Background: an optimization exercise with open tools, aiming at small area. Do not read the settings as production practice.
Only simulation tests tie the RTL to the original design; equivalence was not proved.
No activity file was given, so power comes from the tool's default toggle rates.

### config.mk
export PLATFORM = sky130hd
export DESIGN_NAME = sdio_txrx
export DESIGN_NICKNAME = sdio_txrx
export VERILOG_FILES = /design/flow/design.v
export SDC_FILE = /design/flow/constraint.sdc
export NUM_CORES = 4
export LEC_CHECK = 0
export CAP_MARGIN = 20
export CORE_MARGIN = 2
export CORE_UTILIZATION = 40
export SLEW_MARGIN = 20
### run.sh
#!/bin/bash
# synth_recipe.tcl (not shown) runs the flow's synth.tcl, then flattens the netlist and writes it again
# the make line also repeats each setting of config.mk as NAME=value (left out here)
make -C /OpenROAD-flow-scripts/flow DESIGN_CONFIG=/design/flow/config.mk WORK_HOME=/design/flow/orfs CLKGATE_MAP_FILE= SYNTH_SCRIPT=/design/flow/synth_recipe.tcl finish
### constraint.sdc
create_clock -name core_clock -period 10.0 [get_ports {clk_i}]
set_input_delay 2.0000 -clock core_clock [delete_from_list [all_inputs] [get_ports {clk_i}]]
set_output_delay 2.0000 -clock core_clock [all_outputs]
set_load 0.01 [all_outputs]
### design.v
module sdio_crc7
(
    input  logic	                       clk_i,
    input  logic                         rstn_i,
    output logic                   [6:0] crc7_o,
    output logic                         crc7_serial_o,
    input  logic                         data_i,
    input  logic                         shift_i,
    input  logic                         clr_i,
    input  logic                         sample_i
  );
    logic [6:0] r_crc;
    logic [6:0] s_crc;
    assign crc7_o = r_crc;
    assign crc7_serial_o = r_crc[6];
    always_comb
    begin
      s_crc = r_crc;
      if(sample_i)
      begin
        s_crc[0] = data_i ^ r_crc[6];
        s_crc[1] = r_crc[0];
        s_crc[2] = r_crc[1];
        s_crc[3] = r_crc[2] ^ s_crc[0];
        s_crc[4] = r_crc[3];
        s_crc[5] = r_crc[4];
        s_crc[6] = r_crc[5];
      end
      else if(clr_i)
        s_crc = 7'h0;
      else if(shift_i)
        s_crc = {r_crc[5:0],1'b0};
    end
    always_ff @(posedge clk_i or negedge rstn_i) 
    begin : ff_addr
      if(~rstn_i) begin
        r_crc  <=  '0;
      end else 
      begin
        if(sample_i || clr_i || shift_i)
          r_crc <= s_crc;
      end
    end
endmodule
module sdio_crc16
(
    input  logic	                       clk_i,
    input  logic                         rstn_i,
    output logic                  [15:0] crc16_o,
    output logic                         crc16_serial_o,
    input  logic                         data_i,
    input  logic                         shift_i,
    input  logic                         clr_i,
    input  logic                         sample_i
  );
    logic [15:0] r_crc;
    logic [15:0] s_crc;
    assign crc16_o = r_crc;
    assign crc16_serial_o = r_crc[15];
    always_comb
    begin
      s_crc = r_crc;
      if(sample_i)
      begin
        s_crc[0] = data_i ^ r_crc[15];
        s_crc[1] = r_crc[0];
        s_crc[2] = r_crc[1];
        s_crc[3] = r_crc[2];
        s_crc[4] = r_crc[3];
        s_crc[5] = r_crc[4] ^ s_crc[0];
        s_crc[6] = r_crc[5];
        s_crc[7] = r_crc[6];
        s_crc[8] = r_crc[7];
        s_crc[9] = r_crc[8];
        s_crc[10] = r_crc[9];
        s_crc[11] = r_crc[10];
        s_crc[12] = r_crc[11] ^ s_crc[0];
        s_crc[13] = r_crc[12];
        s_crc[14] = r_crc[13];
        s_crc[15] = r_crc[14];
      end
      else if(clr_i)
        s_crc = 16'h0;
      else if(shift_i)
      begin
          s_crc = {r_crc[14:0],1'b0};
      end
    end
    always_ff @(posedge clk_i or negedge rstn_i) 
    begin : ff_addr
      if(~rstn_i) begin
        r_crc  <=  '0;
      end else 
      begin
        if(sample_i || clr_i || shift_i)
          r_crc <= s_crc;
      end
    end
endmodule
module sdio_txrx_cmd
(
    input  logic         clk_i,
    input  logic         rstn_i,
    input  logic         clr_stat_i,
    input  logic         cmd_start_i,
    input  logic   [5:0] cmd_op_i,
    input  logic  [31:0] cmd_arg_i,
    input  logic   [2:0] cmd_rsp_type_i,
    output logic [127:0] rsp_data_o,
    input  logic         busy_i,
    output logic         start_write_o,
    output logic         start_read_o,
    output logic         eot_o,
    output logic   [5:0] status_o,
    output logic         sdclk_en_o,
    input  logic         sdcmd_i,
    output logic         sdcmd_o,
    output logic         sdcmd_oen_o
  );
  localparam STATUS_RSP_TIMEOUT      = 6'b000001;
  localparam STATUS_RSP_WRONG_DIR    = 6'b000010;
  localparam STATUS_RSP_BUSY_TIMEOUT = 6'b000100;
  localparam RSP_TYPE_NULL        = 3'b000;
  localparam RSP_TYPE_48_CRC      = 3'b001;
  localparam RSP_TYPE_48_NOCRC    = 3'b010;
  localparam RSP_TYPE_136         = 3'b011;
  localparam RSP_TYPE_48_BSY      = 3'b100;
    enum logic [3:0] {ST_IDLE,
                      ST_WAIT,
                      ST_WAIT_BUSY,
                      ST_TX_START,
                      ST_TX_STOP,
                      ST_TX_DIR,
                      ST_TX_SHIFT,
                      ST_TX_CRC,
                      ST_RX_START,
                      ST_RX_STOP,
                      ST_RX_DIR,
                      ST_RX_SHIFT,
                      ST_RX_CRC} s_state,r_state;
    logic [6:0] s_crc;
    logic       s_crc_in;
    logic       s_crc_out;
    logic       s_crc_en;
    logic       s_crc_clr;
    logic       s_crc_shift;
    logic       s_crc_intx;
    logic       s_clk_en;
    logic [37:0] r_cmd;
    logic [135:0] r_rsp;
    logic       s_rsp_en;
    logic [7:0] s_rsp_len;
    logic       s_rsp_crc;
    logic       s_rsp_bsy;
    logic       s_eot;
    logic       s_sdcmd;
    logic       s_sdcmd_oen;
    logic       r_sdcmd;
    logic       r_sdcmd_oen;
    logic       s_shift_cmd;
    logic       s_shift_resp;
    logic       s_start_write;
    logic       s_start_read;
    logic       s_cnt_start;
    logic       s_cnt_done;
    logic [7:0] s_cnt_target;
    logic [7:0] r_cnt;
    logic       r_cnt_running;
    logic [5:0] s_status;
    logic [5:0] r_status;
    logic       s_status_sample;
    assign s_crc_in    = s_crc_intx ? sdcmd_i : s_sdcmd;
    assign sdcmd_o     = r_sdcmd;
    assign sdcmd_oen_o = r_sdcmd_oen;
    assign eot_o       = s_eot;
    assign sdclk_en_o  = s_clk_en;
    assign rsp_data_o  = r_rsp[127:0];
    assign start_write_o = s_start_write;
    assign start_read_o  = s_start_read;
    assign status_o = r_status;
  sdio_crc7 i_cmd_crc (
    .clk_i        ( clk_i  ),
    .rstn_i       ( rstn_i ),
    .crc7_o       ( s_crc  ),
    .crc7_serial_o( s_crc_out   ),
    .data_i       ( s_crc_in    ),
    .shift_i      ( s_crc_shift ),
    .clr_i        ( s_crc_clr   ),
    .sample_i     ( s_crc_en    )
  );
    always_comb 
    begin
      s_rsp_en  = 1'b0;
      s_rsp_crc = 1'b0;
      s_rsp_len = 8'hFF;
      s_rsp_bsy = 1'b0;
      case(cmd_rsp_type_i)
        RSP_TYPE_48_CRC:
        begin
          s_rsp_en = 1'b1;
          s_rsp_crc = 1'b1;
          s_rsp_len = 8'd37;
        end
        RSP_TYPE_48_BSY:
        begin
          s_rsp_en = 1'b1;
          s_rsp_crc = 1'b1;
          s_rsp_len = 8'd37;
          s_rsp_bsy = 1'b1;
        end
        RSP_TYPE_48_NOCRC:
        begin
          s_rsp_en = 1'b1;
          s_rsp_crc = 1'b0;
          s_rsp_len = 8'd37;
        end
        RSP_TYPE_136:
        begin
          s_rsp_en = 1'b1;
          s_rsp_crc = 1'b0;
          s_rsp_len = 8'd133;
        end
      endcase
    end
    always_comb
    begin
      s_sdcmd      = 1'b1;
      s_sdcmd_oen  = 1'b1;
      s_state      = r_state;
      s_shift_cmd  = 1'b0;
      s_shift_resp = 1'b0;
      s_crc_shift  = 1'b0;
      s_crc_en     = 1'b0;
      s_crc_intx   = 1'b0;  
      s_cnt_start  = 1'b0;
      s_cnt_target = 8'h0;
      s_status     = 'h0;
      s_status_sample = 1'b0;
      s_eot        = 1'b0;
      s_crc_clr    = 1'b0;
      s_clk_en     = 1'b1;
      s_start_write = 1'b0;
      s_start_read  = 1'b0;
      case(r_state)
        ST_IDLE:
        begin
          s_clk_en = 1'b0;
          if(cmd_start_i)
          begin
            s_status_sample = 1'b1;  
            s_state = ST_TX_START;
            s_clk_en = 1'b1;
          end
        end
        ST_TX_START:
        begin
          s_sdcmd = 1'b0;       
          s_sdcmd_oen  = 1'b0;  
          s_crc_clr = 1'b1;
          s_state = ST_TX_DIR;
        end
        ST_TX_DIR:
        begin
          s_sdcmd = 1'b1;       
          s_sdcmd_oen  = 1'b0;  
          s_crc_en = 1'b1;      
          s_cnt_start = 1'b1;   
          s_cnt_target = 8'd37; 
          s_state = ST_TX_SHIFT;
        end
        ST_TX_SHIFT:
        begin
          s_sdcmd = r_cmd[37];  
          s_sdcmd_oen  = 1'b0;  
          s_shift_cmd  = 1'b1;  
          s_crc_en = 1'b1;      
          if(s_cnt_done)
          begin
            s_state = ST_TX_CRC;
            s_cnt_start = 1'b1;   
            s_cnt_target = 8'd6; 
          end
        end
        ST_TX_CRC:
        begin
          s_sdcmd = s_crc_out;   
          s_sdcmd_oen  = 1'b0;  
          s_crc_shift  = 1'b1;  
          s_crc_en     = 1'b1;  
          if(s_cnt_done)
          begin
            s_state = ST_TX_STOP;
          end
        end
        ST_TX_STOP:
        begin
          s_sdcmd = 1'b1;       
          s_sdcmd_oen  = 1'b0;  
          s_start_read = 1'b1; 
          if(s_rsp_en)
          begin
            s_cnt_start = 1'b1;   
            s_cnt_target = 8'd37; 
            s_sdcmd_oen = 1'b1;
            s_state = ST_RX_START;
          end
          else
          begin
            s_cnt_start = 1'b1;   
            s_cnt_target = 8'd7;  
            s_state = ST_WAIT;
          end
        end
        ST_RX_START:
        begin
          s_sdcmd_oen = 1'b1;
          if(!sdcmd_i)
            s_state = ST_RX_DIR;
          else if(s_cnt_done)
          begin
            s_status = r_status | STATUS_RSP_TIMEOUT;
            s_status_sample = 1'b1;
            s_state = ST_IDLE;
          end
        end
        ST_RX_DIR:
        begin
          s_sdcmd_oen = 1'b1;
          if(!sdcmd_i)
          begin
            s_cnt_start = 1'b1;       
            s_cnt_target = s_rsp_len;  
            s_state = ST_RX_SHIFT;
          end
          else 
          begin
            s_status = r_status | STATUS_RSP_WRONG_DIR;
            s_status_sample = 1'b1;
            s_state = ST_IDLE;
          end
        end
        ST_RX_SHIFT:
        begin
          s_sdcmd_oen = 1'b1;
          s_shift_resp  = 1'b1;  
          s_crc_en = 1'b1;       
          if(s_cnt_done)
          begin
            if(s_rsp_crc)
            begin
              s_state = ST_RX_CRC;
              s_cnt_start = 1'b1;   
              s_cnt_target = 8'd7; 
            end
            else
            begin
              if (s_rsp_bsy)
              begin
                s_cnt_start  = 1'b1;   
                s_cnt_target = 8'hFF;  
                s_state      = ST_WAIT_BUSY;
              end
              else
              begin
                s_cnt_start  = 1'b1;  
                s_cnt_target = 8'd7;  
                s_state      = ST_WAIT;
              end
            end
          end
        end
        ST_RX_CRC:
        begin
          s_sdcmd_oen = 1'b1;
          if(s_cnt_done)
          begin
            s_cnt_start  = 1'b1;  
            s_cnt_target = 8'd7;  
            s_state      = ST_WAIT;
          end
        end
        ST_WAIT_BUSY:
        begin
          s_sdcmd_oen = 1'b1;
          if(!busy_i)
          begin
            s_cnt_start  = 1'b1;  
            s_cnt_target = 8'd7;  
            s_state      = ST_WAIT;
          end
          else if(s_cnt_done)
          begin
            s_status = r_status | STATUS_RSP_BUSY_TIMEOUT;
            s_status_sample = 1'b1;
            s_cnt_start  = 1'b1;  
            s_cnt_target = 8'd7;  
            s_state      = ST_WAIT;
          end
        end
        ST_WAIT:
        begin
          if(s_cnt_done)
          begin
            s_eot   = 1'b1;
            s_start_write = 1'b1;
            s_state = ST_IDLE;
          end
        end
      endcase
    end
    assign s_cnt_done = (r_cnt == 0);
    always_ff @(posedge clk_i or negedge rstn_i) begin : proc_r_cnt
      if(~rstn_i) begin
        r_cnt <= 8'hFF;
        r_cnt_running <= 0;
      end else begin
        if(s_cnt_start)
        begin
          r_cnt <= s_cnt_target;
          r_cnt_running <= 1'b1;
        end
        else if(s_cnt_done)
        begin
          r_cnt <= 8'hFF;
          r_cnt_running <= 1'b0;
        end
        else if(r_cnt_running)
        begin
          r_cnt <= r_cnt - 1;
        end
      end
    end
    always_ff @(posedge clk_i or negedge rstn_i) 
    begin : ff_addr
      if(~rstn_i) begin
        r_state  <=  ST_IDLE;
        r_status <=  'h0;
        r_rsp   <=  'h0;
        r_cmd    <=  'h0;
      end else 
      begin
        if(clr_stat_i)
        begin
          r_state  <= ST_IDLE;
          r_status <= 'h0;
          r_rsp   <=  'h0;
          r_cmd    <=  'h0;
        end
        else
        begin 
          r_state <= s_state;
          if(s_status_sample)
            r_status <= s_status;
          if(cmd_start_i)
            r_cmd <= {cmd_op_i,cmd_arg_i};
          else if(s_shift_cmd)
            r_cmd <= {r_cmd[36:0],1'b0};
          if(s_shift_resp)
            r_rsp <= {r_rsp[134:0],sdcmd_i};
        end
      end
    end
    always_ff @(negedge clk_i or negedge rstn_i) begin : proc_sdcmd
      if(~rstn_i) begin
        r_sdcmd     <= 1'b1;
        r_sdcmd_oen <= 1'b1;
      end else begin
        r_sdcmd     <= s_sdcmd;
        r_sdcmd_oen <= s_sdcmd_oen;
      end
    end
endmodule
module sdio_txrx_data
(
    input  logic         clk_i,
    input  logic         rstn_i,
    input  logic         clr_stat_i,
    output logic   [5:0] status_o,
    output logic         busy_o,
    output logic         sdclk_en_o,
    input  logic         data_start_i,
    input  logic   [9:0] data_block_size_i,
    input  logic   [7:0] data_block_num_i,
    input  logic         data_rwn_i,
    input  logic         data_quad_i,
    output logic         data_last_o,
    output logic         eot_o,
    input  logic  [31:0] in_data_if_data_i, 
    input  logic         in_data_if_valid_i,
    output logic         in_data_if_ready_o, 
    output logic  [31:0] out_data_if_data_o, 
    output logic         out_data_if_valid_o,
    input  logic         out_data_if_ready_i, 
    output logic   [3:0] sddata_o,
    input  logic   [3:0] sddata_i,
    output logic   [3:0] sddata_oen_o
  );
  localparam STATUS_RSP_TIMEOUT   = 6'h1;
  localparam RSP_TYPE_NULL        = 3'b000;
  localparam RSP_TYPE_48_CRC      = 3'b001;
  localparam RSP_TYPE_48_NOCRC    = 3'b010;
  localparam RSP_TYPE_136         = 3'b011;
  localparam RSP_TYPE_48_BSY      = 3'b100;
    enum logic [4:0] {ST_IDLE,
                      ST_WAIT,
                      ST_TX_START,
                      ST_TX_STOP,
                      ST_TX_SHIFT,
                      ST_TX_CRC,
                      ST_TX_END,
                      ST_TX_CRCSTAT,
                      ST_TX_BUSY,
                      ST_TX_DELAY_START,
                      ST_RX_START,
                      ST_RX_STOP,
                      ST_RX_SHIFT,
                      ST_RX_CRC} s_state,r_state;
    logic [3:0] [15:0] s_crc;
    logic [3:0]        s_crc_block_en;
    logic [3:0]        s_crc_block_clr;
    logic [3:0]        s_crc_block_shift;
    logic [3:0]        s_crc_in;
    logic [3:0]        s_crc_out;
    logic              s_crc_en;
    logic              s_crc_clr;
    logic              s_crc_shift;
    logic              s_crc_intx;
    logic  [31:0] r_data;
    logic         s_eot;
    logic   [3:0] r_sddata;
    logic   [3:0] s_sddata;
    logic         s_sddata_oen;
    logic         s_shift_data;
    logic         s_cnt_start;
    logic         s_cnt_done;
    logic   [8:0] s_cnt_target;
    logic   [8:0] r_cnt;
    logic         r_cnt_running;
    logic   [5:0] s_status;
    logic   [5:0] r_status;
    logic         s_status_sample;
    logic   [2:0] r_bit_cnt;
    logic   [2:0] s_bit_cnt_target;
    logic   [7:0] r_cnt_block;
    logic   [7:0] s_cnt_block;
    logic         s_cnt_block_upd;
    logic         s_cnt_block_done;
    logic         s_cnt_byte_evnt;
    logic         s_cnt_byte;
    logic         r_cnt_byte;
    logic   [1:0] r_byte_in_word;
    logic   [3:0] s_dataout;
    logic  [31:0] s_datain;
    logic         s_busy;
    logic         s_in_data_ready;
    logic         s_lastbitofword;
    logic       s_clk_en;
    logic       s_rx_en;
    logic       s_out_data_valid;
    assign s_crc_in = s_crc_intx ? sddata_i : s_sddata;
    assign s_crc_block_en[0] = s_crc_en;
    assign s_crc_block_en[1] = data_quad_i & s_crc_en;
    assign s_crc_block_en[2] = data_quad_i & s_crc_en;
    assign s_crc_block_en[3] = data_quad_i & s_crc_en;
    assign s_crc_block_clr[0] = s_crc_clr;
    assign s_crc_block_clr[1] = data_quad_i & s_crc_clr;
    assign s_crc_block_clr[2] = data_quad_i & s_crc_clr;
    assign s_crc_block_clr[3] = data_quad_i & s_crc_clr;
    assign s_crc_block_shift[0] = s_crc_shift;
    assign s_crc_block_shift[1] = data_quad_i & s_crc_shift;
    assign s_crc_block_shift[2] = data_quad_i & s_crc_shift;
    assign s_crc_block_shift[3] = data_quad_i & s_crc_shift;
    assign sddata_o = r_sddata;
    assign sddata_oen_o[0] = s_sddata_oen;
    assign sddata_oen_o[1] = data_quad_i ? s_sddata_oen : 1'b1;
    assign sddata_oen_o[2] = data_quad_i ? s_sddata_oen : 1'b1;
    assign sddata_oen_o[3] = data_quad_i ? s_sddata_oen : 1'b1;
    assign data_last_o = s_busy & s_cnt_block_done & s_cnt_done;
    assign busy_o = s_busy;
    assign sdclk_en_o = s_clk_en;
    assign in_data_if_ready_o = s_in_data_ready;
    assign out_data_if_valid_o = s_out_data_valid;
    assign out_data_if_data_o = s_datain;
    assign eot_o = s_eot;
    assign status_o = r_status;
    genvar i;
    generate
      for(i=0;i<4;i++)
      begin
        sdio_crc16 i_data_crc (
          .clk_i         ( clk_i          ),
          .rstn_i        ( rstn_i         ),
          .crc16_o       ( s_crc[i]       ),
          .crc16_serial_o( s_crc_out[i]   ),
          .data_i        ( s_crc_in[i]    ),
          .shift_i       ( s_crc_block_shift[i] ),
          .clr_i         ( s_crc_block_clr[i]   ),
          .sample_i      ( s_crc_block_en[i]    )
        );
      end
    endgenerate
    always_comb begin : proc_data_in
      s_datain = r_data;
      if(data_quad_i)
      begin
        case(r_byte_in_word)
          0:
            begin
              if(r_bit_cnt == 0)
                s_datain[7:4] = sddata_i;
              else
                s_datain[3:0] = sddata_i;
            end
          1:
            begin
              if(r_bit_cnt == 0)
                s_datain[15:12] = sddata_i;
              else
                s_datain[11:8] = sddata_i;
            end
          2:
            begin
              if(r_bit_cnt == 0)
                s_datain[23:20] = sddata_i;
              else
                s_datain[19:16] = sddata_i;
            end
          3:
            begin
              if(r_bit_cnt == 0)
                s_datain[31:28] = sddata_i;
              else
                s_datain[27:24] = sddata_i;
            end
        endcase
      end
      else
      begin
        case(r_byte_in_word)
          0:
          begin
            case(r_bit_cnt)
              0:
                s_datain[7] = sddata_i[0];
              1:
                s_datain[6] = sddata_i[0];
              2:
                s_datain[5] = sddata_i[0];
              3:
                s_datain[4] = sddata_i[0];
              4:
                s_datain[3] = sddata_i[0];
              5:
                s_datain[2] = sddata_i[0];
              6:
                s_datain[1] = sddata_i[0];
              7:
                s_datain[0] = sddata_i[0];
            endcase  
          end
          1:
          begin
            case(r_bit_cnt)
              0:
                s_datain[15] = sddata_i[0];
              1:
                s_datain[14] = sddata_i[0];
              2:
                s_datain[13] = sddata_i[0];
              3:
                s_datain[12] = sddata_i[0];
              4:
                s_datain[11] = sddata_i[0];
              5:
                s_datain[10] = sddata_i[0];
              6:
                s_datain[9 ] = sddata_i[0];
              7:
                s_datain[8 ] = sddata_i[0];
            endcase  
          end
          2:
          begin
            case(r_bit_cnt)
              0:
                s_datain[23] = sddata_i[0];
              1:
                s_datain[22] = sddata_i[0];
              2:
                s_datain[21] = sddata_i[0];
              3:
                s_datain[20] = sddata_i[0];
              4:
                s_datain[19] = sddata_i[0];
              5:
                s_datain[18] = sddata_i[0];
              6:
                s_datain[17] = sddata_i[0];
              7:
                s_datain[16] = sddata_i[0];
            endcase  
          end
          3:
          begin
            case(r_bit_cnt)
              0:
                s_datain[31] = sddata_i[0];
              1:
                s_datain[30] = sddata_i[0];
              2:
                s_datain[29] = sddata_i[0];
              3:
                s_datain[28] = sddata_i[0];
              4:
                s_datain[27] = sddata_i[0];
              5:
                s_datain[26] = sddata_i[0];
              6:
                s_datain[25] = sddata_i[0];
              7:
                s_datain[24] = sddata_i[0];
            endcase  
          end
        endcase
      end
    end
    always_comb begin : proc_data_out
      s_dataout = 4'b0;
      if(data_quad_i)
      begin
        case(r_byte_in_word)
          0:
            s_dataout = (r_bit_cnt == 0) ?   r_data[7:4] :   r_data[3:0];
          1:
            s_dataout = (r_bit_cnt == 0) ? r_data[15:12] :  r_data[11:8];
          2:
            s_dataout = (r_bit_cnt == 0) ? r_data[23:20] : r_data[19:16];
          3:
            s_dataout = (r_bit_cnt == 0) ? r_data[31:28] : r_data[27:24];
        endcase
      end
      else
      begin
        case(r_byte_in_word)
          0:
          begin
            case(r_bit_cnt)
              0:
                s_dataout[0] = r_data[7];
              1:
                s_dataout[0] = r_data[6];
              2:
                s_dataout[0] = r_data[5];
              3:
                s_dataout[0] = r_data[4];
              4:
                s_dataout[0] = r_data[3];
              5:
                s_dataout[0] = r_data[2];
              6:
                s_dataout[0] = r_data[1];
              7:
                s_dataout[0] = r_data[0];
            endcase  
          end
          1:
          begin
            case(r_bit_cnt)
              0:
                s_dataout[0] = r_data[15];
              1:
                s_dataout[0] = r_data[14];
              2:
                s_dataout[0] = r_data[13];
              3:
                s_dataout[0] = r_data[12];
              4:
                s_dataout[0] = r_data[11];
              5:
                s_dataout[0] = r_data[10];
              6:
                s_dataout[0] = r_data[9];
              7:
                s_dataout[0] = r_data[8];
            endcase  
          end
          2:
          begin
            case(r_bit_cnt)
              0:
                s_dataout[0] = r_data[23];
              1:
                s_dataout[0] = r_data[22];
              2:
                s_dataout[0] = r_data[21];
              3:
                s_dataout[0] = r_data[20];
              4:
                s_dataout[0] = r_data[19];
              5:
                s_dataout[0] = r_data[18];
              6:
                s_dataout[0] = r_data[17];
              7:
                s_dataout[0] = r_data[16];
            endcase  
          end
          3:
          begin
            case(r_bit_cnt)
              0:
                s_dataout[0] = r_data[31];
              1:
                s_dataout[0] = r_data[30];
              2:
                s_dataout[0] = r_data[29];
              3:
                s_dataout[0] = r_data[28];
              4:
                s_dataout[0] = r_data[27];
              5:
                s_dataout[0] = r_data[26];
              6:
                s_dataout[0] = r_data[25];
              7:
                s_dataout[0] = r_data[24];
            endcase  
          end
        endcase
      end
    end
    always_comb
    begin
      s_sddata        = 4'b0;
      s_sddata_oen    = 1'b1;
      s_state         = r_state;
      s_shift_data    = 1'b0;
      s_crc_shift     = 1'b0;
      s_crc_en        = 1'b1;
      s_crc_clr       = 1'b0;
      s_crc_intx      = 1'b0;  
      s_cnt_start     = 1'b0;
      s_cnt_target    = 9'h0;
      s_cnt_byte      = 1'b0;
      s_status        = 'h0;
      s_status_sample = 1'b0;
      s_busy          = 1'b1;
      s_clk_en        = 1'b1;
      s_rx_en         = 1'b0;
      s_eot           = 1'b0;
      s_cnt_block_upd = 1'b0;
      s_cnt_block     = r_cnt_block;
      s_in_data_ready = 1'b0;
      s_out_data_valid = 1'b0;
      case(r_state)
        ST_IDLE:
        begin
          s_busy = 1'b0;
          s_clk_en = 1'b0;
          if(data_start_i)
          begin
            s_status_sample = 1'b1;  
            s_clk_en = 1'b1;
            s_cnt_block_upd = 1'b1;
            s_cnt_block = data_block_num_i;
            if(data_rwn_i)
              s_state = ST_RX_START;
            else
              s_state = ST_TX_START;
          end
        end
        ST_TX_START:
        begin
          s_sddata     = 4'b0;       
          s_sddata_oen = 1'b1;  
          s_state = ST_TX_SHIFT;
          s_cnt_start = 1'b1;   
          s_cnt_byte  = 1'b1;   
          s_cnt_target = data_block_size_i; 
          s_in_data_ready = 1'b1;
        end
        ST_TX_SHIFT:
        begin
          s_in_data_ready = s_lastbitofword;
          s_sddata = s_dataout;       
          s_sddata_oen = 1'b0;  
          s_shift_data = 1'b1;
          s_crc_en = 1'b1;      
          if(s_cnt_done)
          begin
            s_in_data_ready = 1'b0;
            s_state = ST_TX_CRC;
            s_cnt_start  = 1'b1;   
            s_cnt_target = 8'd15;  
          end
        end
        ST_TX_CRC:
        begin
          s_sddata = s_crc_out;   
          s_sddata_oen = 1'b0;  
          s_crc_shift  = 1'b1;  
          s_crc_en     = 1'b0;  
          if(s_cnt_done)
          begin
            s_state      = ST_TX_END;
          end
        end
        ST_TX_END:
        begin
          s_sddata = 4'hF;   
          s_sddata_oen = 1'b0;  
          s_crc_shift  = 1'b0;  
          s_crc_en     = 1'b0;  
          s_state      = ST_TX_CRCSTAT;
          s_cnt_start  = 1'b1;  
          s_cnt_target = 8'd7;  
        end
        ST_TX_CRCSTAT:
        begin
          s_sddata_oen = 1'b1;  
          if(s_cnt_done)
          begin 
            s_cnt_start  = 1'b1;   
            s_cnt_target = 9'h1FF; 
            s_state = ST_TX_BUSY;
          end
        end
        ST_TX_BUSY:
        begin
          s_sddata_oen = 1'b1;  
          if(s_cnt_done && (data_rwn_i))  
          begin
            s_state = ST_IDLE;
          end
          else
          begin
            if(sddata_i == 1)
            begin
              if(s_cnt_block_done)
              begin
                s_eot   = 1'b1;
                s_state = ST_IDLE;
              end
              else
              begin
                s_cnt_start  = 1'b1;  
                s_cnt_target = 8'd7;  
                s_cnt_block_upd = 1'b1;
                s_cnt_block = r_cnt_block - 1;
                s_state = ST_TX_DELAY_START;  
              end
            end
          end
        end
        ST_TX_DELAY_START:
        begin
            s_busy = 1'b0;  
            s_sddata_oen = 1'b1;  
            if(s_cnt_done)
            begin
                s_state = ST_TX_START;
            end
        end
        ST_RX_START:
        begin
          if(!sddata_i[0])
          begin
            s_cnt_start = 1'b1;   
            s_cnt_byte  = 1'b1;   
            s_cnt_target = data_block_size_i; 
            s_state = ST_RX_SHIFT;
          end
          else if(s_cnt_done)
          begin
            s_status = r_status | STATUS_RSP_TIMEOUT;
            s_status_sample = 1'b1;
            s_state = ST_IDLE;
          end
        end
        ST_RX_SHIFT:
        begin
          s_rx_en = 1'b1;
          s_out_data_valid = s_lastbitofword;
          s_crc_en = 1'b1;       
          s_crc_intx = 1'b1;     
          if(s_cnt_done)
          begin
              s_state = ST_RX_CRC;
              s_cnt_start = 1'b1;   
              s_cnt_target = 8'd15; 
          end
        end
        ST_RX_CRC:
        begin
          s_out_data_valid = s_lastbitofword;
          s_crc_en = 1'b1;       
          s_crc_intx = 1'b1;     
          if(s_cnt_done)
          begin
            if(s_cnt_block_done)
            begin
              s_eot   = 1'b1;
              s_state = ST_IDLE;
            end
            else
            begin
              s_cnt_block_upd = 1'b1;
              s_cnt_block = r_cnt_block - 1;
              s_state = ST_RX_START;
            end
          end
        end
        ST_WAIT:
        begin
          if(s_cnt_done)
          begin
            s_eot   = 1'b1;
            s_state = ST_IDLE;
          end
        end
      endcase
    end
    assign s_cnt_done = r_cnt_byte ? ((r_cnt == 0) && s_cnt_byte_evnt) : (r_cnt == 0);
    always_ff @(posedge clk_i or negedge rstn_i) begin : proc_r_cnt
      if(~rstn_i) begin
        r_cnt <= 9'h1FF;
        r_cnt_running <= 0;
        r_cnt_byte    <= 0;
        r_cnt_block   <= 0;
        r_byte_in_word <= 0;
      end else begin
        if(s_cnt_block_upd)
        begin
          r_cnt_block <=  s_cnt_block;
        end
        if(s_cnt_start)
        begin
          r_cnt <= s_cnt_target;
          r_cnt_running <= 1'b1;
          r_byte_in_word <= 0;
          r_cnt_byte <= s_cnt_byte;
        end
        else if(s_cnt_done)
        begin
          r_cnt <= 9'h1FF;
          r_cnt_running <= 1'b0;
          r_cnt_byte    <= 1'b0;
          r_byte_in_word <= 0;
        end
        else if(r_cnt_running && (!r_cnt_byte || s_cnt_byte_evnt))
        begin
          r_cnt <= r_cnt - 1;
          if(r_cnt_byte)
            r_byte_in_word <= r_byte_in_word + 1;
        end
      end
   end
    assign s_lastbitofword = s_cnt_byte_evnt & (r_byte_in_word == 2'b11);
    assign s_cnt_block_done = (r_cnt_block == 0);
    assign s_bit_cnt_target = data_quad_i ? 3'h1 : 3'h7;
    assign s_cnt_byte_evnt  = (r_bit_cnt == s_bit_cnt_target);
    always_ff @(posedge clk_i or negedge rstn_i) begin : proc_r_bit_cnt
      if(~rstn_i) begin
        r_bit_cnt <= 3'h0;
      end else 
      begin
        if(r_cnt_byte)
        begin
          if (s_cnt_byte_evnt)
            r_bit_cnt <= 3'h0;
          else
            r_bit_cnt <= r_bit_cnt + 1;;
        end
      end
    end
    always_ff @(posedge clk_i or negedge rstn_i) 
    begin
      if(~rstn_i) begin
        r_state  <=  ST_IDLE;
        r_status <=  'h0;
        r_data   <=  'h0;
      end else 
      begin
        if(clr_stat_i)
        begin
          r_state  <= ST_IDLE;
          r_status <= 'h0;
          r_data   <=  'h0;
        end
        else
        begin 
          r_state  <= s_state;
          if(s_status_sample)
            r_status <= s_status;
          if(s_in_data_ready)
            r_data <= in_data_if_data_i;
          else if(s_rx_en)
            r_data <= s_datain;
        end
      end
    end
    always_ff @(negedge clk_i or negedge rstn_i) begin : proc_sddata
      if(~rstn_i) begin
        r_sddata     <= 4'h0;
      end else begin
        r_sddata     <= s_sddata;
      end
    end
endmodule
module sdio_txrx
(
    input  logic         clk_i,
    input  logic         rstn_i,
    input  logic         cmd_start_i,
    input  logic   [5:0] cmd_op_i,
    input  logic  [31:0] cmd_arg_i,
    input  logic   [2:0] cmd_rsp_type_i,
    input logic    [5:0] stopcmd_op_i,
    input logic   [31:0] stopcmd_arg_i,
    input logic    [2:0] stopcmd_rsp_type_i,
    output logic [127:0] rsp_data_o,
    input  logic         data_en_i,
    input  logic         data_rwn_i,
    input  logic         data_quad_i,
    input  logic   [9:0] data_block_size_i,
    input  logic   [7:0] data_block_num_i,
    output logic         eot_o,
    output logic  [15:0] status_o,
    input  logic  [31:0] in_data_if_data_i, 
    input  logic         in_data_if_valid_i,
    output logic         in_data_if_ready_o, 
    output logic  [31:0] out_data_if_data_o, 
    output logic         out_data_if_valid_o,
    input  logic         out_data_if_ready_i, 
    output logic         sdclk_en_o,
    input  logic         sdcmd_i,
    output logic         sdcmd_o,
    output logic         sdcmd_oen_o,
    output logic   [3:0] sddata_o,
    input  logic   [3:0] sddata_i,
    output logic   [3:0] sddata_oen_o
  );
    logic s_start_write;
    logic s_start_read;
    logic s_data_en;
    logic r_data_en;
    logic        s_cmd_eot;
    logic        s_cmd_clk_en;
    logic        s_cmd_start;   
    logic  [5:0] s_cmd_op;  
    logic [31:0] s_cmd_arg;
    logic  [2:0] s_cmd_rsp_type;
    logic  [5:0] s_cmd_status;
    logic        s_stopcmd_start;
    logic  [5:0] s_stopcmd_op;
    logic [31:0] s_stopcmd_arg;
    logic  [2:0] s_stopcmd_rsp_type;
    logic s_cmd_mux;
    logic s_eot;
    logic s_clear_eot;
    logic [5:0] s_data_status;
    logic       s_data_start;
    logic       s_data_eot;
    logic       s_data_last;
    logic       s_data_clk_en;
    logic       r_cmd_eot;
    logic       r_data_eot;
    logic       s_sample_eot;
    logic       s_sample_sb;
    logic       s_single_block;
    logic       r_single_block;
    logic       s_clk_en;
    logic       s_busy;
    enum logic [1:0] {ST_CMD_ONLY,
                      ST_WAIT_LAST,
                      ST_WAIT_EOT
                      } s_state,r_state;
  assign s_stopcmd_op       = stopcmd_op_i;
  assign s_stopcmd_arg      = stopcmd_arg_i;
  assign s_stopcmd_rsp_type = stopcmd_rsp_type_i;
  assign s_data_en = r_data_en;
  assign s_data_start = s_data_en & ((data_rwn_i & s_start_read) | (~data_rwn_i & s_start_write));
  assign s_cmd_start    = s_cmd_mux ? s_stopcmd_start    : cmd_start_i   ; 
  assign s_cmd_op       = s_cmd_mux ? s_stopcmd_op       : cmd_op_i      ; 
  assign s_cmd_arg      = s_cmd_mux ? s_stopcmd_arg      : cmd_arg_i     ; 
  assign s_cmd_rsp_type = s_cmd_mux ? s_stopcmd_rsp_type : cmd_rsp_type_i; 
  assign eot_o          = s_cmd_mux ? s_eot : s_cmd_eot;
  assign s_eot = r_cmd_eot & r_data_eot;
  always_comb begin : proc_sm
    s_cmd_mux      = 1'b0;
    s_stopcmd_start = 1'b0;
    s_clear_eot     = 1'b0;
    s_sample_eot    = 1'b0;
    s_state         = r_state;
    s_sample_sb     = 1'b0;
    s_single_block  = 1'b0;
    case(r_state)
      ST_CMD_ONLY:
      begin
        if(cmd_start_i && s_data_en && (data_block_num_i == 0))
        begin
          s_state = ST_WAIT_EOT;
          s_single_block = 1'b1;
          s_sample_sb = 1'b1;
        end
        else if(cmd_start_i && s_data_en)
        begin
          s_state = ST_WAIT_LAST;
          s_single_block = 1'b0;
          s_sample_sb = 1'b1;
        end
      end
      ST_WAIT_LAST:
      begin
        s_cmd_mux = 1'b1;
        if(s_data_last)
        begin
          s_stopcmd_start = 1'b1;
          s_state = ST_WAIT_EOT;
        end
      end
      ST_WAIT_EOT:
      begin
        s_cmd_mux = 1'b1;
        s_sample_eot = 1'b1;
        if((r_single_block || r_cmd_eot) && r_data_eot)
        begin
          s_clear_eot = 1'b1;
          s_state = ST_CMD_ONLY;
        end
      end
    endcase  
  end
  always_ff @(posedge clk_i or negedge rstn_i) begin : proc_r_eot
    if(~rstn_i) begin
      r_data_en <= 0;
      r_cmd_eot  <= 0;
      r_data_eot <= 0;
      r_single_block <= 0;
      r_state <= ST_CMD_ONLY;
    end else begin
      r_state <= s_state;
      if( ~s_cmd_mux )
        r_data_en <= data_en_i;
      else
      begin
           if(s_stopcmd_start)
               r_data_en <= 0;
      end
      if(s_clear_eot)
      begin
        r_cmd_eot  <= 0;
        r_data_eot <= 0;
        r_single_block <= 0;
      end
      else
      begin
        if (s_sample_eot)
        begin
          if(s_cmd_eot)
            r_cmd_eot  <= 1'b1;
          if(s_data_eot)
            r_data_eot <= 1'b1;
        end
        if(s_sample_sb)
          r_single_block <= s_single_block;
      end
    end
  end
  assign s_clk_en = s_cmd_clk_en | s_data_clk_en;
  assign sdclk_en_o = s_clk_en;
  sdio_txrx_cmd i_cmd_if (
    .clk_i         ( clk_i          ),
    .rstn_i        ( rstn_i         ),
    .busy_i        ( s_busy         ),
    .start_write_o ( s_start_write  ),
    .start_read_o  ( s_start_read   ),
    .clr_stat_i    ( 1'b0           ),
    .cmd_start_i   ( s_cmd_start    ),
    .cmd_op_i      ( s_cmd_op       ),
    .cmd_arg_i     ( s_cmd_arg      ),
    .cmd_rsp_type_i( s_cmd_rsp_type ),
    .rsp_data_o    ( rsp_data_o     ),
    .eot_o         ( s_cmd_eot      ),
    .status_o      ( s_cmd_status   ),
    .sdclk_en_o    ( s_cmd_clk_en   ),
    .sdcmd_o       ( sdcmd_o        ),
    .sdcmd_i       ( sdcmd_i        ),
    .sdcmd_oen_o   ( sdcmd_oen_o    )
  );
sdio_txrx_data i_data_if (
    .clk_i              ( clk_i               ),
    .rstn_i             ( rstn_i              ),
    .clr_stat_i         ( 1'b0                ),
    .status_o           ( s_data_status       ),
    .busy_o             ( s_busy              ),
    .sdclk_en_o         ( s_data_clk_en       ),
    .data_start_i       ( s_data_start        ),
    .data_block_size_i  ( data_block_size_i   ),
    .data_block_num_i   ( data_block_num_i    ),
    .data_rwn_i         ( data_rwn_i          ),
    .data_quad_i        ( data_quad_i         ),
    .data_last_o        ( s_data_last         ),
    .eot_o              ( s_data_eot          ),
    .in_data_if_data_i  ( in_data_if_data_i   ), 
    .in_data_if_valid_i ( in_data_if_valid_i  ),
    .in_data_if_ready_o ( in_data_if_ready_o  ), 
    .out_data_if_data_o ( out_data_if_data_o  ), 
    .out_data_if_valid_o( out_data_if_valid_o ),
    .out_data_if_ready_i( out_data_if_ready_i ), 
    .sddata_o           ( sddata_o            ),
    .sddata_i           ( sddata_i            ),
    .sddata_oen_o       ( sddata_oen_o        )
  );
  assign status_o = {2'b00,s_data_status,2'b00,s_cmd_status};
endmodule
==> summary.md <==
| Metric | Value |
|---|---|
| Critical Path RT | `8000 ps` |
| Clock sinks | `327` |
| Crit path launch type | `register` |
| Synth async-reset ratio | `100%` |
| FILL cells | `3,817` |
| Cell Pwr Density | `207 mW/mm^2` |
| Commonest non-fill, non-tap cells in the layout | `clkdlybuf4s50_1, dfrtp_1, nand2_1` |
| Yosys cell types | `79` |
| Via density | `5.50` |
| CTS tree | `yes` |
| ANT cells | `0` |
| HP Class | `reg2reg` |
| Worst r2r src | `i_data_if.r_bit_cnt[2]$_DFFE_PN0P_` |
| Final setup violation count | `0` |
| Peak fanout along the critical path | `1` |
| Ys flop type | `dfrtp_1` |
| Tot GR Track Use | `21.4%` |
| Full die area | `0.0444 mm^2` |
| CTS buffer count | `38` |
| Ports | `335` |
| P_leak | `9.40 nW` |
| Cell Rows | `75` |
| Hold path endpoint | `i_data_if.genblk1[2].i_data_crc.r_crc[12]$_DFFE_PN0P_` |
| 1st-iter DRT viols | `995` |
| Critical path data arrival time | `6680 ps` |
| Hold depth | `2` |
| DRC Markers | `0` |
| Seq/Total Area, Yosys | `48.0%` |
| Gate Count Post-Synth | `1,683` |
| Largest net degree at the start of global routing | `95` |
| Setup tns final | `0 ps` |
| Initial antenna violation count | `4` |
| Chip width | `211 um` |
| Slowest CP cell | `clkdlybuf4s50_1` |
| Slew @ Worst Pin | `1030 ps` |
| R2r setup slk | `2140 ps` |
| Min-delay src | `i_data_if.genblk1[2].i_data_crc.r_crc[12]$_DFFE_PN0P_` |
| Final core occ | `52.2%` |
| Vias in the first global route | `13,700` |
| Total number of vias | `13,800` |
| Pre-Repair DR Iteration Count | `5` |
| Routed Antenna Nets | `0` |
| Worst skew pair latency | `600 ps` |
| Max-Cap Viols | `0` |
| Detail Placement HPWL | `33,500 um` |
| RSZ-0062 raised after global routing | `false` |
| PortBufs | `319` |
| Final hold violations | `0` |
| Relative slew slack | `31.5%` |
| Status | `complete, no violations` |
| Cells along the critical path | `clkdlybuf4s50_1` |
| Cts hold-fix bufs | `0` |
| Wire per inst | `18.9 um` |
| Core box area | `0.0420 mm^2` |
| Family with the most delay on the worst path | `buffers and inverters` |
| RR Endpoint | `i_data_if.r_sddata[0]$_DFF_NN0_` |
| Drt total wl | `47,600 um` |
| Clock Root Buffer | `clkbuf_16` |
| Worst VDD drop | `0.000143 V` |
| Slowest cell delay on critical path | `580 ps` |
| Area grow syn2layout | `28.2%` |
| Skew final | `51.4 ps` |
| Post-synth EDFFs | `0` |
| Crit path buf inv count | `1` |
| Max Transition Viols Final | `0` |
| Worst-path clk slew | `60 ps` |
| Max Buffers Root-to-Sink | `3` |
| Post-synthesis register bit count | `327` |
| Nets@finish | `2,112` |
| Avg Cell Area, Syn | `10.2 um^2` |
| YS warnings | `5` |
| Commonest non-fill, non-tap cell in the layout | `clkdlybuf4s50_1` |
| Crit Path Class | `reg2out` |
| Grt ovf | `0` |
| Crit. End Element | `output pin` |
| Gates resized, CTS repair | `0` |
| Global placement routability congestion | `0.910` |
| Chip height | `211 um` |
| Synth Cell Area | `0.0171 mm^2` |
| Initial Util | `40.7%` |
| Postcts setup bufs | `0` |
| H-tree depth | `2` |
| Layout cells sized above 1 | `16.5%` |
| First-pass GRT wire length | `75,900 um` |
| Reg2Reg Depth | `6` |
## Yosys cell counts, types with 22 or more instances
cell | number | share of area (%)
a211oi_1 | 41 | 1.8
a21oi_1 | 64 | 1.9
a221o_1 | 28 | 1.6
a22o_1 | 29 | 1.5
a31oi_1 | 50 | 1.8
clkbuf_1 | 91 | 2.0
dfrtp_1 | 304 | 44
ha_1 | 22 | 1.6
inv_1 | 41 | 0.90
mux2_2 | 200 | 13
nand2_1 | 211 | 4.6
nand3_1 | 38 | 1.1
nor2_1 | 94 | 2.1
nor2b_1 | 75 | 2.7
nor3_1 | 30 | 0.88
o21ai_0 | 71 | 2.1
## layout make-up
type	instances	area (um^2)	area share, %
Sequential cell	327	8210	37.4
Inverter	42	158	0.719
Clock inverter	15	104	0.473
Tap cell	539	674	3.07
Timing Repair Buffer	339	3380	15.4
Clock buffer	57	1160	5.31
Multi-Input combinational cell	1195	8250	37.6
## worst reg2reg max path, stage by stage (launching register included)
cell,delay (ps)
dfrtp_1,670
ha_1,520
or3_1,510
o311ai_0,370
a31oi_1,90
o31ai_1,410
nand2_1,110
## report_power, final
group / switching, W / internal (W)
clock network: 0.000579 / 0.000814
registers: 0.000193 / 0.00161
logic: 0.000759 / 0.000593
## how the worst max path moves through the flow
stage	start	end	slack, ps	depth (start not counted)
floorplan	stopcmd_rsp_type_i[0]	i_cmd_if.r_sdcmd_oen$_DFF_NN1_	2050	4
global placement	stopcmd_rsp_type_i[0]	i_cmd_if.r_sdcmd_oen$_DFF_NN1_	1230	5
detailed placement	stopcmd_rsp_type_i[0]	i_cmd_if.r_sdcmd_oen$_DFF_NN1_	1200	5
CTS	i_cmd_if.r_sdcmd_oen$_DFF_NN1_	sdcmd_oen_o	1310	1
global route	i_cmd_if.r_sdcmd_oen$_DFF_NN1_	sdcmd_oen_o	1290	1
finish	i_cmd_if.r_sdcmd_oen$_DFF_NN1_	sdcmd_oen_o	1320	1
## registers in the layout (all words and copies together) (netlist names), 2 cells and up
name and count:
i_cmd_if.r_status 3, i_cmd_if.r_cnt 8, i_data_if.r_sddata 4, i_data_if.r_bit_cnt 3, i_data_if.genblk1.i_data_crc.r_crc 64, i_cmd_if.i_cmd_crc.r_crc 7, i_data_if.r_cnt 9, i_data_if.r_data 32
i_data_if.r_state 5, i_cmd_if.r_state 4, i_data_if.r_byte_in_word 2, i_cmd_if.r_cmd 38, i_cmd_if.r_rsp 128, i_data_if.r_cnt_block 8, r_state 2
## routing by layer
layer	track usage [%]	vias up	routed length [um]
li1	-	6580	-
met4	6.68	8	1180
met3	5.99	80	3600
met2	34.4	419	22300
met1	27.9	6747	20600
met5	0	-	35
## logic make-up after synthesis
| family | after synthesis | share of synthesized area, % |
|---|---|---|
| other cells | 1 | 0.0219 |
| simple gates | 532 | 15.0 |
| fa+ha+maj | 22 | 1.61 |
| xor+xnor | 21 | 1.08 |
| buf+inv | 172 | 4.21 |
| compound gates | 396 | 16.2 |
| flops | 327 | 48.0 |
| mux | 212 | 13.9 |
## metrics by stage
step                power [W]  cells  area (um^2)  hold slack [ps]  worst slack [ps]
detailed placement    0.00318   2442        20600              466              1200
finish                0.00455   2514        21900              472              1320
CTS                   0.00460   2513        21900              480              1310
global placement      0.00315   2442        20600              460              1230
floorplan             0.00276   1694        17100              443              2050
global route          0.00485   2514        21900              512              1290
